This design comes from an exercise in tuning for small area on the open sky130 flow, not from production work.
RTL that was checked went through simulation tests only; none was proved equivalent to the original.
No activity file was given, so power comes from the tool's default toggle rates.

job 3385:
## menu
module menu(CLOCK_50, LEDG, LEDR, KEY, SW, HEX0, HEX1, HEX2, HEX3, HEX4, HEX5, HEX6, HEX7, reset);
For scale: about 2,900 cells after synthesis, roughly 320 flip-flops, roughly 110 I/O pins.
clock: 25.0 ns
lec_check: 0
abc_area: 1
cap_margin: 20
core_margin: 2
core_utilization: 40
cts_cluster_diameter: 150
cts_cluster_size: 22
slew_margin: 20
standard.sh (not shown) runs the stock make flow with config.mk's settings and CLKGATE_MAP_FILE= SYNTH_SCRIPT=/design/flow/synth_recipe.tcl, a recipe that flattens the netlist after the stock synthesis.
==> flow/flow/run.sh <==
#!/bin/bash
# The standard layout, except that the port buffers use the smallest buffer cell.
set -e
export BUFFER_PORTS_ARGS="-buffer_cell sky130_fd_sc_hd__buf_1"
bash standard.sh > standard.log 2>&1
Changes in job 2417 relative to job 3385:
==> flow/flow/run.sh <==
#!/bin/bash
# The standard layout, except: the port buffers use the smallest buffer cell,
# the clock tree gets no dummy loads, and gates off the critical paths are
# downsized after global routing.
set -e
export BUFFER_PORTS_ARGS="-buffer_cell sky130_fd_sc_hd__buf_1"
export CTS_ARGS="-sink_clustering_enable -repair_clock_nets -sink_clustering_size 22 -sink_clustering_max_diameter 150 -dont_use_dummy_load"
export RECOVER_POWER=100
bash standard.sh > standard.log 2>&1
==> comparison <==
Job 2417 ran in full, but the layout does not pass; the checks complain about capacitance limit, slew limit. Job 2417: clock period minus final worst setup slack 3.44 ns above job 3385. The share of cell area taken by multi-input logic gates was comparable across job 2417 and job 3385. Slowest cell on the critical path = sky130_fd_sc_hd__clkbuf_1: job 2417; slowest cell on the critical path = sky130_fd_sc_hd__buf_4: job 3385. Job 2417 reports a lower clock distribution area overhead in the final layout than job 3385 does. On global-route usage, job 2417 and job 3385 are basically level. Re count of standard-cell rows: no difference whatsoever between job 2417 and job 3385. Job 2417 -> job 3385: via density per instance flat. Global-route track usage on met3: job 3385 vs job 2417 — no meaningful difference. Re pin slew with the least headroom to its limit: job 2417 is 2.47 ns up on job 3385. Number of clock buffers in the layout: higher on job 3385.
Modified inputs, job 235 compared to job 2417
# job 2417
export LEC_CHECK = 0
export ABC_AREA = 1
export CAP_MARGIN = 20
export CORE_MARGIN = 2
export CORE_UTILIZATION = 40
export CTS_CLUSTER_DIAMETER = 150
export CTS_CLUSTER_SIZE = 22
export SLEW_MARGIN = 20
create_clock -name core_clock -period 25.0 [get_ports {CLOCK_50}]
# job 235
export LEC_CHECK = 0
export ABC_AREA = 1
export CAP_MARGIN = 20
export CORE_MARGIN = 2
export CORE_UTILIZATION = 70
export CTS_CLUSTER_DIAMETER = 150
export CTS_CLUSTER_SIZE = 30
export SLEW_MARGIN = 20
create_clock -name core_clock -period 25.0 [get_ports {CLOCK_50}]
==> flow/run.sh (new file) <==
#!/bin/bash
# synth_recipe.tcl (not shown) runs the flow's synth.tcl, then flattens the netlist and writes it again
# the make line also repeats each setting of config.mk as NAME=value (left out here)
make -C /OpenROAD-flow-scripts/flow DESIGN_CONFIG=/design/flow/config.mk WORK_HOME=/design/flow/orfs CLKGATE_MAP_FILE= SYNTH_SCRIPT=/design/flow/synth_recipe.tcl finish
removed: flow/flow/run.sh
removed: flow/standard.sh
### Flow results
Min combinational cell fraction of total power across job 2417 and job 235: job 2417. The flow did not stop early for job 235: all stages ran, and the layout cleared the timing, design-rule and antenna checks. Compare job 2417 and job 235 | overall power after layout lower: job 235. From job 2417 to job 235 the numbers moved as follows: worst hold-check slack went down; die area down about 40%; sequential cell area share dropped 0.32 points. Of the two values seen for end point of the critical path, runtime.clk[9]$_SDFFE_PP0P_ was produced by job 2417 and runtime.wt[4]$_SDFFE_PP0P_ by job 235. Total track usage (higher): job 235. Going from job 2417 to job 235, the number of max-cap violations was found to have gone down by 6. In the flow results for job 2417 and job 235, the relative slew slack is smaller on job 2417. Taking job 2417 as the reference, in job 235 portion of the clock cycle consumed by the worst path in the final layout lost 14 points, power dissipated in the clock network lost 10%.
The following lists how job 1824 was set up differently from job 235:
# job 235
export LEC_CHECK = 0
export ABC_AREA = 1
export CAP_MARGIN = 20
export CORE_MARGIN = 2
export CORE_UTILIZATION = 70
export CTS_CLUSTER_DIAMETER = 150
export CTS_CLUSTER_SIZE = 30
export SLEW_MARGIN = 20
create_clock -name core_clock -period 25.0 [get_ports {CLOCK_50}]
# job 1824
export LEC_CHECK = 0
export ABC_AREA = 1
export CAP_MARGIN = 20
export CORE_MARGIN = 2
export CORE_UTILIZATION = 40
export SLEW_MARGIN = 20
create_clock -name core_clock -period 25.0 [get_ports {CLOCK_50}]
Notes after the runs:
When job 1824 is measured against job 235, its number of clock buffers in the layout turns out 40 higher. Compared with job 235, job 1824 shows a wire length reported by the detailed router that is 4.8% higher. Taking job 235 as the reference point, the global routing usage summed across all routing layers of job 1824 falls by 14 points. Job 235 finished every step from synthesis to the final layout, and the layout passed the timing, design-rule and antenna checks. Both conditions hold for job 1824: the flow ran to the end and the final layout passed the timing, design-rule and antenna checks.
Inputs modified between job 1824 and job 3367:
# job 1824
export LEC_CHECK = 0
export ABC_AREA = 1
export CAP_MARGIN = 20
export CORE_MARGIN = 2
export CORE_UTILIZATION = 40
export SLEW_MARGIN = 20
create_clock -name core_clock -period 25.0 [get_ports {CLOCK_50}]
# job 3367
export LEC_CHECK = 0
export ABC_AREA = 1
export CAP_MARGIN = 20
export CORE_MARGIN = 2
export CORE_UTILIZATION = 40
export CTS_CLUSTER_DIAMETER = 150
export CTS_CLUSTER_SIZE = 22
export SLEW_MARGIN = 20
create_clock -name core_clock -period 25.0 [get_ports {CLOCK_50}]
Notes after the runs:
Min number of CTS-inserted buffers across job 1824 and job 3367: job 3367. [compare] base=job 1824 new=job 3367: proportion of layout cells with a drive suffix above 1 went down, cell count after synthesis about even, actual slew at the worst max-slew pin held. No run among job 1824 and job 3367 stopped early or left any final violation; all are clean. The run with more routed wire is job 1824, not job 3367. Compared with job 1824, job 3367 shows a relative max-transition margin that is 0.17 points higher. Of job 1824 and job 3367, the higher clock buffer count in the final layout belongs to job 1824. When the final numbers for job 1824 and job 3367 were put side by side, the register-to-register slack turned out to be smaller in job 1824. Compared with job 1824, in job 3367 final non-filler cell area lost about 4%, global router's overall resource usage lost 0.45 points.
Function was not checked in any run of this note: the RTL went through the layout flow alone.

menu, a different RTL version from the one above (not shown whole).
For scale: about 2,000 cells after synthesis, roughly 110 I/O pins.
==> flow/config.mk <==
export PLATFORM = sky130hd
export DESIGN_NAME = menu
export DESIGN_NICKNAME = menu
export VERILOG_FILES = /design/flow/design.v
export SDC_FILE = /design/flow/constraint.sdc
export NUM_CORES = 4
export LEC_CHECK = 0
export ABC_AREA = 1
export CAP_MARGIN = 20
export CORE_MARGIN = 2
export CORE_UTILIZATION = 40
export CTS_CLUSTER_DIAMETER = 150
export CTS_CLUSTER_SIZE = 22
export SLEW_MARGIN = 20
==> flow/constraint.sdc <==
create_clock -name core_clock -period 25.0 [get_ports {CLOCK_50}]
set_input_delay 5.0000 -clock core_clock [delete_from_list [all_inputs] [get_ports {CLOCK_50}]]
set_output_delay 5.0000 -clock core_clock [all_outputs]
set_load 0.01 [all_outputs]
==> flow/flow/run.sh <==
#!/bin/bash
# The standard layout, except: after the standard synthesis its combinational
# logic is re-mapped for area with Yosys/ABC (the registers are kept as they
# are), gates left sized up are put back to drive 1 (the resizer sizes up
# again where slew or load needs it), and the port buffers use the smallest
# buffer cell.
set -e
here=$(pwd)
export BUFFER_PORTS_ARGS="-buffer_cell sky130_fd_sc_hd__buf_1"
bash standard.sh synth > standard_synth.log 2>&1
res=$(dirname $(ls orfs/results/*/*/*/1_synth.odb))
mkdir -p remap
python3 flow/libsplit.py $FLOW_HOME/platforms/sky130hd/lib/sky130_fd_sc_hd__tt_025C_1v80.lib $here/remap > remap/libsplit.log 2>&1
cp $res/1_2_yosys.v remap/1_2_yosys_standard.v
sed -e "s#@DIR@#$here/remap#g" -e "s#@NETLIST@#$here/$res/1_2_yosys.v#g" -e "s#@TOP@#$FLOW_TOP#g" flow/remap.ys > remap/remap_run.ys
yosys -q -l remap/remap.log -s remap/remap_run.ys > remap/remap_stdout.log 2>&1
# rebuild the synthesis database from the re-mapped netlist
rm -f $res/1_synth.odb $res/1_synth.sdc
bash standard.sh synth > standard_synth2.log 2>&1
sed -e "s#@ODB@#$here/$res/1_synth.odb#" flow/downsize.tcl > downsize_run.tcl
openroad -no_init -exit downsize_run.tcl > downsize.log 2>&1
bash standard.sh > standard.log 2>&1
==> flow/flow/remap.ys <==
# Re-map the combinational logic of the standard synthesis for area with ABC.
# The registers are black boxes here, so they keep their cells and names.
read_liberty -lib @DIR@/seq.lib
read_liberty -ignore_miss_func @DIR@/comb.lib
read_verilog @NETLIST@
hierarchy -top @TOP@
flatten
opt_clean
abc -liberty @DIR@/abc.lib -script "+strash;dc2;resub;rewrite;balance;resub;rewrite;resub,-z;rewrite,-z;refactor,-z;strash;dc2;resub;rewrite;balance;resub;rewrite;resub,-z;rewrite,-z;refactor,-z;strash;dc2;resub;rewrite;balance;resub;rewrite;resub,-z;rewrite,-z;refactor,-z;strash;dc2;resub,-K,8;rewrite;resub,-K,10,-N,2;rewrite,-z;refactor,-z;resub,-K,12,-z;strash;dc2;resub,-K,8;rewrite;resub,-K,10,-N,2;rewrite,-z;refactor,-z;resub,-K,12,-z;strash;dc2;resub,-K,8;rewrite;resub,-K,10,-N,2;rewrite,-z;refactor,-z;resub,-K,12,-z;dch,-f;amap;strash;strash;dc2;resub;rewrite;balance;resub;rewrite;resub,-z;rewrite,-z;refactor,-z;strash;dc2;resub;rewrite;balance;resub;rewrite;resub,-z;rewrite,-z;refactor,-z;strash;dc2;resub,-K,8;rewrite;resub,-K,10,-N,2;rewrite,-z;refactor,-z;resub,-K,12,-z;strash;dc2;resub,-K,8;rewrite;resub,-K,10,-N,2;rewrite,-z;refactor,-z;resub,-K,12,-z;dch,-f;amap"
opt_clean -purge
setundef -zero
splitnets
opt_clean -purge
hilomap -singleton -hicell sky130_fd_sc_hd__conb_1 HI -locell sky130_fd_sc_hd__conb_1 LO
insbuf -buf sky130_fd_sc_hd__buf_4 A X
rename -enumerate
stat -liberty @DIR@/comb.lib -liberty @DIR@/seq.lib
write_verilog -noattr -nohex -nodec @NETLIST@
Other scripts of this flow, unchanged in this note and not shown: flow/flow/downsize.tcl, flow/flow/libsplit.py
The starting point finished with timing, DRC and antenna clean.
Next try:
==> flow/flow/remap.ys (replaced) <==
# Re-map the combinational logic of the standard synthesis for area with ABC.
# The registers are black boxes here, so they keep their cells and names.
read_liberty -lib @DIR@/seq.lib
read_liberty -ignore_miss_func @DIR@/comb.lib
read_verilog @NETLIST@
hierarchy -top @TOP@
flatten
opt_clean
abc -liberty @DIR@/abc.lib -script "+strash;dc2;resub;rewrite;balance;resub;rewrite;resub,-z;rewrite,-z;refactor,-z;dch,-f;amap"
opt_clean -purge
setundef -zero
splitnets
opt_clean -purge
hilomap -singleton -hicell sky130_fd_sc_hd__conb_1 HI -locell sky130_fd_sc_hd__conb_1 LO
insbuf -buf sky130_fd_sc_hd__buf_4 A X
rename -enumerate
stat -liberty @DIR@/comb.lib -liberty @DIR@/seq.lib
write_verilog -noattr -nohex -nodec @NETLIST@
After rerunning: Total power goes up by 0.50%; worst hold slack is about the same; cell area goes up by 4.2%; count of clock-buffer cells in the layout goes down by 1; non-clock buffer count goes up by 4; die area goes up by 4.3%; sequential power stays flat; routed wire length goes up by 5.7%; global-route usage goes up by 0.60 points.

-- port drivers added, routing unchanged --
The flow's constraints put no driver on any port. The routed layouts listed below were extracted and timed again, unchanged, in two steps.
Step 1 assumes that a clkbuf_16 drives the clock port and a buf_2 every other input.
Step 2 also shifts input and output timing later by t, the mid clock arrival at the registers, as if the neighbouring blocks saw the same clock.
a / b / c = ideal ports / drivers / drivers and shift; a / b = the first two.
| run | t, ns | slack for setup (ns) | worst data-port slew with drivers (ns) |
|---|---|---|---|
| job 3385 | 0.593 | 18.167 / 18.202 / 17.609 | 0.03 |
| job 2417 | 0.584 | 14.729 / 14.766 / 14.182 | 0.03 |
| job 235 | 0.569 | 18.172 / 18.197 / 17.629 | 0.05 |
| job 1824 | 0.615 | 17.977 / 18.012 / 17.397 | 0.04 |
| job 3367 | 0.592 | 17.953 / 17.989 / 17.397 | 0.04 |
| the first run of note 2 | 0.565 | 16.134 / 16.134 / 16.134 | 0.03 |
| the second run of note 2 | 0.574 | 15.071 / 15.071 / 15.071 | 0.03 |
For job 1824, which loses most, drivers alone change the setup slack by +0.035 ns; drivers and shift together by -0.580 ns.
